From an optimization exercise on the open Yosys and OpenROAD flow, aimed at small area; shortcuts taken in it are not production practice. The RTL was checked by simulation tests, not by an equivalence proof against the original design. Power figures rest on the tool's default switching activity, not on a simulated workload.

==> flow/design.v <==
`timescale 1ns / 1ps
module uart_rx(clk, rst, rx, p1, p2, p3, d_n, s_h, s_l, led1, led2, led3);
input clk;				 
input rst;				 
input rx;				 
output [7:0]p1;			 
output [7:0]p2;			 
output [7:0]p3;			 
output [3:0]d_n;		 
output [7:0]s_h;		 
output [7:0]s_l;		 
localparam UART_CLK = 18432000;
localparam BAUD_RATE = 9600;
localparam NUM = 8;
localparam STOP = 1;
reg [10:0]cnt;			 
reg [11:0]cnt_stop;		 
reg rx_idle;				 
reg rx_done;				 
reg [3:0]rx_cnt;			 
reg [15:0]data;
reg [3:0]data_cnt;		 
reg [3:0]data_num;		 
reg [7:0]para;
reg [7:0]para1;			 
reg [7:0]para2;			 
reg [7:0]para3;			 
reg [7:0]n_para1, n_para2, n_para3;
reg [3:0]n_num;
reg [7:0]segment_h;		 
reg [7:0]segment_l;		 
output led1, led2, led3;
reg t1, t2, t3;
assign led1 = t1;		 
assign led2 = t2;		 
assign led3 = t3;		 
always @(posedge clk or posedge rst) begin
	if(rst) begin
		segment_h = 0;
		segment_l = 0;
		cnt = 0;
		cnt_stop = 0;
		rx_idle = 1;
		rx_done = 0;
		rx_cnt = 0;
		data = 0;
		data_cnt = 0;
		data_num <= 1;
		para = 0;
		para1 <= 0;
		para2 <= 0;
		para3 <= 0;
		t1 = 0;
		t2 = 0;
		t3 = 0;
	end
	else begin
		n_para1 = para1;
		n_para2 = para2;
		n_para3 = para3;
		n_num = data_num;
		if(rx_idle && !rx) begin
			cnt = cnt + 1;
			if(cnt == UART_CLK / (2 * BAUD_RATE)) begin	 
				cnt = 0;
				rx_idle = 0;
				data = 0;
				end
		end
		if(!rx_idle && rx_cnt < NUM) begin
			cnt = cnt + 1;
			if(cnt == UART_CLK / BAUD_RATE) begin
				cnt = 0;
				data[data_cnt + rx_cnt] = rx;
				rx_cnt = rx_cnt + 1;
			end
		end
		else if(!rx_idle && rx_cnt == NUM) begin
			cnt_stop = cnt_stop + 1;
			if(cnt_stop == UART_CLK * (STOP + 1) / BAUD_RATE) begin
				cnt_stop = 0;
				rx_cnt = 0;
				if(!rx) begin	 
					data_cnt = data_cnt + 8;
				end
				else begin
					rx_idle = 1;
					rx_done = 1;
					data_cnt = 0;
				end
			end
		end
		if(rx_done) begin
			rx_done = 0;
			case(data & 8'hff)						 
				8'h30: begin						 
					segment_h = 8'b00111111;
					para = 0;
				end
				8'h31: begin						 
					segment_h = 8'b00000110;
					para = 1;
				end
				8'h32: begin						 
					segment_h = 8'b01011011;
					para = 2;
				end
				8'h33: begin						 
					segment_h = 8'b01001111;
					para = 3;
				end
				8'h34: begin						 
					segment_h = 8'b01100110;
					para = 4;
				end
				8'h35: begin						 
					segment_h = 8'b01101101;
					para = 5;
				end
				8'h36: begin						 
					segment_h = 8'b01111101;
					para = 6;
				end
				8'h37: begin						 
					segment_h = 8'b00000111;
					para = 7;
				end
				8'h38: begin						 
					segment_h = 8'b01111111;
					para = 8;
				end
				8'h39: begin						 
					segment_h = 8'b01101111;
					para = 9;
				end
				8'h00: segment_h = 8'b00000000;		 
				default: segment_h = 8'b01111001;	 
			endcase
			case((data >> 8) & 8'hff)				 
				8'h30: begin
					segment_l = 8'b00111111;
					para = para * 10;
				end
				8'h31: begin
					segment_l = 8'b00000110;
					para = para * 10 + 1;
				end
				8'h32: begin
					segment_l = 8'b01011011;
					para = para * 10 + 2;
				end
				8'h33: begin
					segment_l = 8'b01001111;
					para = para * 10 + 3;
				end
				8'h34: begin
					segment_l = 8'b01100110;
					para = para * 10 + 4;
				end
				8'h35: begin
					segment_l = 8'b01101101;
					para = para * 10 + 5;
				end
				8'h36: begin
					segment_l = 8'b01111101;
					para = para * 10 + 6;
				end
				8'h37: begin
					segment_l = 8'b00000111;
					para = para * 10 + 7;
				end
				8'h38: begin
					segment_l = 8'b01111111;
					para = para * 10 + 8;
				end
				8'h39: begin
					segment_l = 8'b01101111;
					para = para * 10 + 9;
				end
				8'h00: segment_l = 8'b00000000;
				default: segment_l = 8'b01111001;
			endcase
			case(n_num)
				1: n_para1 = para;
				2: n_para2 = para << 1;
				3: n_para3 = para << 1;
				default: n_num = 4;
			endcase
			n_num = n_num + 1;
		end
		t1 = (n_para1 == 3) ? 1 : 0;
		t2 = (n_para2 == 12) ? 1 : 0;
		t3 = (n_para3 == 20) ? 1 : 0;
		para1 <= n_para1;
		para2 <= n_para2;
		para3 <= n_para3;
		data_num <= n_num;
	end
end
assign p1 = para1;
assign p2 = para2;
assign p3 = para3;
assign d_n = data_num;
assign s_h = segment_h;
assign s_l = segment_l;
endmodule
`timescale 1ns / 1ps
module line(clk, rst, para1, para2, para3, data_num, pul1, pul2, dir1, dir2, stop);
input clk;
input rst;
input [7:0]para1;
input [7:0]para2;
input [7:0]para3;
input [3:0]data_num;
output pul1, pul2;
output dir1, dir2;
output stop;
localparam RATIO = 62;
localparam SCALE = 20;
reg [31:0]cnt_x, cnt_y;
reg [15:0]num_x, num_y;
reg line_stop;
reg px, py;
wire dx, dy;		 
assign dx = 1'b0;
assign dy = 1'b0;
always @(posedge clk or posedge rst) begin
	if(rst) begin
		cnt_x = 0;
		px = 1;
		num_x = 0;
		line_stop <= 0;
	end
	else if(!line_stop && para1 == 1 && data_num == 5) begin
		cnt_x = cnt_x + 1;
		if(cnt_x == SCALE * para3) begin
			cnt_x = 0;
			px = ~px;
			num_x = (px == 0) ? (num_x + 1) : num_x;
			if(num_x == para2 * RATIO)
				line_stop <= 1;	 
		end
	end
end
always @(posedge clk or posedge rst) begin
	if(rst) begin
		cnt_y = 0;
		py = 1;
		num_y = 0;
	end
	else if(!line_stop && para1 == 1 && data_num == 5) begin
		cnt_y = cnt_y + 1;
		if(cnt_y == SCALE * para2) begin
			cnt_y = 0;
			py = ~py;
			num_y = (py == 0) ? (num_y + 1) : num_y;
		end
	end
end
assign pul1 = px;
assign pul2 = py;
assign dir1 = dx;
assign dir2 = dy;
assign stop = line_stop;
endmodule
`timescale 1ns / 1ps
module rectangle(clk, rst, para1, para2, para3, data_num, pul1, pul2, dir1, dir2, stop);
input clk;
input rst;
input [7:0]para1;
input [7:0]para2;
input [7:0]para3;
input [3:0]data_num;
output pul1, pul2;
output dir1, dir2;
output stop;
localparam DIVISION = 40;
localparam RATIO = 62;
reg [5:0]cnt;				 
reg clk1;
reg tick;			 
reg [3:0]num;
reg [15:0]num_x;
reg [15:0]num_y;
reg px, py;
reg dx, dy;
reg rec_flag;		 
reg rec_stop;
always @(posedge clk or posedge rst) begin
	if(rst) begin
		cnt = 0;
		clk1 = 0;
		tick <= 0;
	end
	else begin
		tick <= 0;
		cnt = cnt + 1;
		if(cnt == DIVISION)
			cnt = 0;
		else if(cnt == (DIVISION >> 2)) begin
			clk1 = ~clk1;
			tick <= clk1;	 
		end
	end
end
always @(posedge clk or posedge rst) begin
	if(rst) begin
		num = 0;
		num_x = 0;
		num_y = 0;
		px = 1;
		py = 1;
		dx = 0;
		dy = 0;
		rec_flag = 0;
		rec_stop = 0;
	end
	else if(tick && !rec_stop && para1 == 2 && data_num == 5) begin
		if(!rec_flag) begin
			px = ~px;
			num_x = (px == 0) ? (num_x + 1) : num_x;
			if(num_x == para2 * RATIO) begin
				num_x = 0;
				rec_flag = 1;
				dx = ~dx;
			end
		end
		else begin
			py = ~py;
			num_y = (py == 0) ? (num_y + 1) : num_y;
			if(num_y == para3 * RATIO) begin
				num_y = 0;
				rec_flag = 0;
				dy = ~dy;
				num = num + 1;
				rec_stop = (num == 2) ? 1 : 0;
			end
		end
	end
end
assign pul1 = px;
assign pul2 = py;
assign dir1 = dx;
assign dir2 = dy;
assign stop = rec_stop;
endmodule
`timescale 1ns / 1ps
module circle(clk, rst, data_num, para1, para2, pul1, pul2, dir1, dir2, stop);
input clk;
input rst;
input [7:0]para1;
input [7:0]para2;
input [3:0]data_num;
output pul1, pul2;
output dir1, dir2;
output stop;
localparam DIVISION = 30;
localparam RATIO = 62;
reg [5:0]cnt;				 
reg clk1;
reg tick;			 
reg signed[15:0]site_x, site_y;		 
reg px, py;
reg dx, dy;
reg cir_start, cir_stop;
always @(posedge clk or posedge rst) begin
	if(rst) begin
		cnt = 0;
		clk1 = 0;
		tick <= 0;
	end
	else begin
		tick <= 0;
		cnt = cnt + 1;
		if(cnt == DIVISION)
			cnt = 0;
		else if(cnt == (DIVISION >> 2)) begin
			clk1 = ~clk1;
			tick <= clk1;	 
		end
	end
end
always @(posedge clk or posedge rst) begin
	if(rst) begin
		site_x = 0;
		site_y = 0;
		px = 1;
		py = 1;
		dx = 0;
		dy = 0;
		cir_start = 0;
		cir_stop = 0;
	end
	else if(tick && para1 == 3 && data_num == 5) begin
		if(!cir_start && para2) begin
			site_x = para2 * RATIO;	 
			cir_start = 1;
		end
		if(site_x >= 0 && site_y >= 0 && !cir_stop) begin
			dx = 0;
			dy = 1;
			if((site_x*site_x + site_y*site_y) >= para2*para2*RATIO**2) begin
				px = ~px;
				site_x = (px == 0) ? (site_x - 1) : site_x;
			end
			else begin
				py = ~py;
				site_y = (py == 0) ? (site_y + 1) : site_y;
			end
		end
		else if(site_x < 0 && site_y >= 0) begin
			dx = 0;
			dy = 0;
			if((site_x*site_x + site_y*site_y) >= para2*para2*RATIO**2) begin
				py = ~py;
				site_y = (py == 0) ? (site_y - 1) : site_y;
			end
			else begin
				px = ~px;
				site_x = (px == 0) ? (site_x - 1) : site_x;
			end
		end
		else if(site_x < 0 && site_y < 0) begin
			dx = 1;
			dy = 0;
			if((site_x*site_x + site_y*site_y) >= para2*para2*RATIO**2) begin
				px = ~px;
				site_x = (px == 0) ? (site_x + 1) : site_x;
			end
			else begin
				py = ~py;
				site_y = (py == 0) ? (site_y - 1) : site_y;
			end
		end
		else if(site_x >= 0 && site_y < 0) begin
			dx = 1;
			dy = 1;
			if((site_x*site_x + site_y*site_y) >= para2*para2*RATIO**2) begin
				py = ~py;
				site_y = (py == 0) ? (site_y + 1) : site_y;
                if(site_y == 0)
                    cir_stop = 1;
			end
			else begin
				px = ~px;
				site_x = (px == 0) ? (site_x + 1) : site_x;
			end
		end
	end
end
assign pul1 = px;
assign pul2 = py;
assign dir1 = dx;
assign dir2 = dy;
assign stop = cir_stop;
endmodule
`timescale 1ns / 1ps
module top(
	input clk, 
	input rst, 
	output stop, 
	input rx, 
	output [7:0]segment_h, 
	output [7:0]segment_l, 
	output pul1, 
	output pul2, 
	output dir1, 
	output dir2, 
	output led1, 
	output led2, 
	output led3
);
wire [7:0]para1;		 
wire [7:0]para2;		 
wire [7:0]para3;		 
wire [3:0]data_num;		 
wire lin_p1, lin_p2, rec_p1, rec_p2, cir_p1, cir_p2;
wire lin_d1, lin_d2, rec_d1, rec_d2, cir_d1, cir_d2;
wire lin_stop, rec_stop, cir_stop;
uart_rx uart_rx(
	clk, 
	rst, 
	rx, 
	para1, 
	para2, 
	para3, 
	data_num, 
	segment_h, 
	segment_l, 
	led1, 
	led2, 
	led3
);
line line(
	clk, 
	rst, 
	para1, 
	para2, 
	para3, 
	data_num, 
	lin_p1, 
	lin_p2, 
	lin_d1, 
	lin_d2, 
	lin_stop
);
rectangle rectangle(
	clk, 
	rst, 
	para1, 
	para2, 
	para3, 
	data_num, 
	rec_p1, 
	rec_p2, 
	rec_d1, 
	rec_d2, 
	rec_stop
);
circle circle(
	clk, 
	rst, 
	data_num, 
	para1, 
	para2, 
	cir_p1, 
	cir_p2, 
	cir_d1, 
	cir_d2, 
	cir_stop
);
assign stop = (rec_stop || lin_stop || cir_stop) ? 1 : 0;
assign pul1 = (para1 == 1) ? lin_p1 : ((para1 == 2) ? rec_p1 : cir_p1);
assign pul2 = (para1 == 1) ? lin_p2 : ((para1 == 2) ? rec_p2 : cir_p2);
assign dir1 = (para1 == 1) ? lin_d1 : ((para1 == 2) ? rec_d1 : cir_d1);
assign dir2 = (para1 == 1) ? lin_d2 : ((para1 == 2) ? rec_d2 : cir_d2);
endmodule
==> flow/run.sh <==
#!/bin/bash
# synth_recipe.tcl (not shown) runs the flow's synth.tcl, then flattens the netlist and writes it again
# the make line also repeats each setting of config.mk as NAME=value (left out here)
make -C /OpenROAD-flow-scripts/flow DESIGN_CONFIG=/design/flow/config.mk WORK_HOME=/design/flow/orfs CLKGATE_MAP_FILE= SYNTH_SCRIPT=/design/flow/synth_recipe.tcl finish
==> flow/config.mk <==
export PLATFORM = sky130hd
export DESIGN_NAME = top
export DESIGN_NICKNAME = top
export VERILOG_FILES = /design/flow/design.v
export SDC_FILE = /design/flow/constraint.sdc
export NUM_CORES = 4
export LEC_CHECK = 0
export CAP_MARGIN = 20
export CORE_MARGIN = 2
export CORE_UTILIZATION = 40
export SLEW_MARGIN = 20
==> flow/constraint.sdc <==
create_clock -name core_clock -period 16.0 [get_ports {clk}]
set_input_delay 3.2000 -clock core_clock [delete_from_list [all_inputs] [get_ports {clk}]]
set_output_delay 3.2000 -clock core_clock [all_outputs]
set_load 0.01 [all_outputs]
==> metrics.md <==
| Metric | Value |
|---|---|
| P_sw | 0.4395 mW |
| Signal arrival time at the worst endpoint | 15410 ps |
| Internal power summed over all cells | 1.187 mW |
| Timing-limited maximum frequency | 67.05 MHz |
| Floorplan core area | 100100 µm² |
| Final cell utilization of the core | 43.04% |
| Crit-path max cell delay | 1010 ps |
| Number of different library cells in the post-synthesis netlist | 104 |
| Overflow left after global routing | 0 |
| Count of flip-flops with a built-in enable after synthesis | 0 |
| Maximum ir drop on the vdd rail | 0.07654 mV |
| Kind of path behind the tightest hold check | reg -> reg |
| Wirelength per Cell | 18.13 µm |
| Switching share of power | 27.03% |
| Total Negative Setup Slacks | 0 ps |
| Share of the yosys chip area belonging to registers | 17.17% |
| Max-cap viol count | 0 |
| Relative slew margins | 12.39% |
| Most frequent standard cell in the layout excluding fill and tap cells | sky130_fd_sc_hd__inv_1 |
| Clock Latency Late Sink | 610 ps |
| Total Routing Usage GR | 20.94% |
| Most repeated library cell on the critical path | sky130_fd_sc_hd__fa_1 |
| Sum of internal, switching and leakage power | 1.626 mW |
| Antenna violations before repair | 3 |
| Pin count of the biggest net entering global routing | 151 |
| Crit path max fanout | 14 |
| Part of the total power dissipated in sequential elements | 43.1% |
| Number of core rows | 116 |
| Detailed Routing Iterations Pass 1 | 7 |
| Number of H-tree branching levels | 1 |
| Sort of element at the start of the critical path | flop |
| Top flip-flop cell by instance count after synthesis | sky130_fd_sc_hd__dfrtp_1 |
| Max clock buf depth | 3 |
| Minimum clock period | 14910 ps |
| Wire length after detailed routing | 106000 µm |
| Unrepaired setup endpoints after global routing | false |
| Outcome | complete, no violations |
| #FFs+latches synth | 277 |
| Leakage | 21.16 nW |
| HPWL after DPL | 83730 µm |
| First-pass GRT wire length | 174100 µm |
| Layout-stage area growth over the synthesis result | 6.646% |
| Total number of vias | 31440 |
| Number of buffers inserted during clock tree synthesis | 31 |
| Number of buffers inserted by port buffering | 24 |
| Cell area power density | 37.73 nW/µm² |
| Number of standard cells after synthesis | 4592 |
| Top Ports | 27 |
| Slowest stage cell, crit path | sky130_fd_sc_hd__o21ai_0 |
| Commonest non-fill, non-tap cells in the layout | sky130_fd_sc_hd__inv_1, sky130_fd_sc_hd__fa_1, sky130_fd_sc_hd__ha_1 |
| Clock input transition at the sequential cells of the worst setup and hold paths | 70 ps |
| Crit. End Element | flop |
| CTS sink count | 277 |
| Netlist Area Pre-Place | 40420 µm² |
| Pins over their slew limit | 0 |
| Setup Buffers After CTS | 0 |
| Proportion of layout cells with a drive suffix above 1 | 4.312% |
| Number of nets still failing antenna checks after routing | 0 |
| Initial Utilization | 40.36% |
| Die Wd | 321.9 µm |
| Detailed router's first-iteration violation count | 2435 |
| Total number of nets in the final design | 5440 |
| Part of the power in combinational logic | 9.0% |
| Via count of the first global-routing pass | 31780 |
| Crit path required time | 16500 ps |
| Relative contribution of the clock network to total power | 47.9% |
| Die footprint | 103600 µm² |
| Clock tree from TritonCTS | done |
| Vias per std cell | 5.378 |
| Final hold vios | 0 |
| Synth async-reset ratio | 100.0% |
| Total DRC errors in the routed layout | 0 |
| Die Y | 321.9 µm |
| Library cell used as clock root buffer | sky130_fd_sc_hd__clkbuf_16 |
| Total number of yosys warnings | 4 |
| Category of the most critical setup path | reg -> reg |
| Layout Skew | 21.19 ps |
| Least-Margin Pin Slew | 1300 ps |
| Average size of a mapped cell | 8.802 µm² |
| Post-route fraction of the period consumed by the critical path | 93.21% |
| Routability congestion estimate from global placement | 0.9371 |
| Number of endpoints failing setup at the final stage | 0 |
| Hold buffer count at CTS | 0 |
## critical path, delay by kind of cell (launching register included)
kind            cells  cell delay (ps)
compound gates     16             4220
xor+xnor            1              280
fa+ha+maj          13             6340
buf+inv             7              610
flops               1              670
mux                 1              350
simple gates       10             2300
## sequential cells by signal (all words and copies together), names as in the netlist, 4 cells and up
signal and flops:
uart_rx.data_num 4, circle.site_y 16, uart_rx.para1 8, circle.cnt 6
uart_rx.para 8, uart_rx.cnt_stop 12, uart_rx.para3 8, uart_rx.cnt 11
rectangle.num 4, uart_rx.para2 8, uart_rx.rx_cnt 4, rectangle.cnt 6
line.cnt_x 32, uart_rx.segment_h 7, circle.site_x 16, rectangle.num_y 16
rectangle.num_x 16, uart_rx.segment_l 7, uart_rx.data 16, line.num_x 16
line.cnt_y 32
## cell type report
cell class / instances / area [µm²]
multi-input cells: 3373 / 29960
diodes: 3 / 7.507
clock inverters: 20 / 237.7
inverters: 765 / 2882
well taps: 1298 / 1624
flip-flops and latches: 277 / 6943
repair buffers: 72 / 613.1
fillers: 9924 / 57040
clock buffers: 38 / 842.1
## cell families (layout without fill, tap and decap cells)
kind of cell	after synthesis	in the layout	share of synthesized area (%)
xor+xnor	361	361	7.823
compound gates	720	720	11.46
buf+inv	944	895	8.851
simple gates	1321	1321	16.00
other cells	2	7	0.01858
fa+ha+maj	918	918	37.33
mux	49	49	1.340
flops	277	277	17.17
## power by group through the flow
stage / Combinational (mW) / Clock (mW) / Sequential, mW
after floorplan: 0.0974 / 0 / 0.714
after global placement: 0.140 / 0 / 0.713
after detailed placement: 0.141 / 0 / 0.713
after CTS: 0.142 / 0.800 / 0.700
after global routing: 0.162 / 0.826 / 0.700
final: 0.147 / 0.779 / 0.700
## metrics by stage
| stage | area, µm² | hold WS, ps | cells | worst slack (ps) |
|---|---|---|---|---|
| after detailed placement | 41990 | 434.6 | 5785 | 961.1 |
| final | 43100 | 442.3 | 5846 | 1086 |
| after CTS | 43070 | 445.9 | 5843 | 920.1 |
| after floorplan | 40430 | 424.1 | 4594 | 2394 |
| after global routing | 43100 | 470.8 | 5843 | 18.27 |
| after global placement | 41990 | 434.3 | 5785 | 1232 |
## timing repair
item | 4_1_cts | 5_1_grt
hold endpoints to repair | 0 | 0
resized for setup | 0 | 6
setup endpoints to repair | 0 | 22
## per-layer routing
| layer | track usage, % | part of all wire (%) | vias up |
|---|---|---|---|
| met4 | 5.202 | 2.5 | 2 |
| met2 | 33.07 | 45 | 828 |
| li1 | - | - | 14950 |
| met3 | 2.804 | 6.1 | 153 |
| met1 | 30.24 | 47 | 15510 |
| met5 | 0 | 0.0066 | - |
## synthesized netlist by cell type (8+ instances only)
cell	count	area share [%]
sky130_fd_sc_hd__a211oi_1	21	0.39
sky130_fd_sc_hd__a21o_1	57	1.1
sky130_fd_sc_hd__a21oi_1	169	2.1
sky130_fd_sc_hd__a221oi_1	8	0.17
sky130_fd_sc_hd__a31oi_1	43	0.67
sky130_fd_sc_hd__and2_1	57	0.88
sky130_fd_sc_hd__and3_1	96	1.5
sky130_fd_sc_hd__and4_1	10	0.22
sky130_fd_sc_hd__buf_1	16	0.15
sky130_fd_sc_hd__clkbuf_1	152	1.4
sky130_fd_sc_hd__clkinv_1	10	0.093
sky130_fd_sc_hd__dfrtp_1	269	17
sky130_fd_sc_hd__dfstp_2	8	0.52
sky130_fd_sc_hd__fa_1	480	24
sky130_fd_sc_hd__ha_1	437	14
sky130_fd_sc_hd__inv_1	750	7.0
sky130_fd_sc_hd__mux2_2	20	0.56
sky130_fd_sc_hd__mux2i_1	25	0.62
sky130_fd_sc_hd__nand2_1	407	3.8
sky130_fd_sc_hd__nand2b_1	45	0.70
sky130_fd_sc_hd__nand3_1	148	1.8
sky130_fd_sc_hd__nand4_1	58	0.90
sky130_fd_sc_hd__nor2_1	280	2.6
sky130_fd_sc_hd__nor2b_1	27	0.42
sky130_fd_sc_hd__nor3_1	71	0.88
sky130_fd_sc_hd__nor3b_1	8	0.15
sky130_fd_sc_hd__nor4_1	26	0.40
sky130_fd_sc_hd__o211ai_1	19	0.35
sky130_fd_sc_hd__o21a_1	18	0.33
sky130_fd_sc_hd__o21ai_0	196	2.4
sky130_fd_sc_hd__o21bai_1	13	0.24
sky130_fd_sc_hd__o22ai_1	24	0.37
sky130_fd_sc_hd__o31ai_1	51	0.95
sky130_fd_sc_hd__or2_2	15	0.23
sky130_fd_sc_hd__or3_1	16	0.25
sky130_fd_sc_hd__or4_1	11	0.20
sky130_fd_sc_hd__xnor2_1	271	5.9
sky130_fd_sc_hd__xor2_1	90	2.0
## final timing paths
check                            startpoint                end  slack (ps)  cells after the start
max                        uart_rx.para2[1]  circle.site_x[14]        1090                     48
min                          rectangle.clk1     rectangle.tick         440                      1
max reg2reg                uart_rx.para2[1]  circle.site_x[14]        1090                     48
min reg2reg                  rectangle.clk1     rectangle.tick         440                      1
max in group asynchronous               rst        circle.clk1       11370                      3
min in group asynchronous               rst     line.cnt_y[11]        3180                      2

-- separate check: timing with driven ports --
The flow's constraints put no driver on any port. The routed layout listed below was extracted and timed again, unchanged, in two steps.
Step 1 (the two cells are an assumption about what drives the block):
set clk [get_ports {clk}]
set_driving_cell -lib_cell sky130_fd_sc_hd__clkbuf_16 $clk
set_driving_cell -lib_cell sky130_fd_sc_hd__buf_2 [delete_from_list [all_inputs] $clk]
Step 2 also shifts input and output timing later by t, the mid clock arrival at the registers, as if the neighbouring blocks saw the same clock.
Three values: ideal, step 1, step 2; two values: the first two.
t, ns: 0.665
slack for setup (ns): 1.086 / 1.086 / 1.086
worst register clock-pin slew, ns: 0.07 / 0.07
After both steps this run still meets setup and hold. The setup slack of this run moves by 0.000 ns with the drivers and by 0.000 ns with both steps.
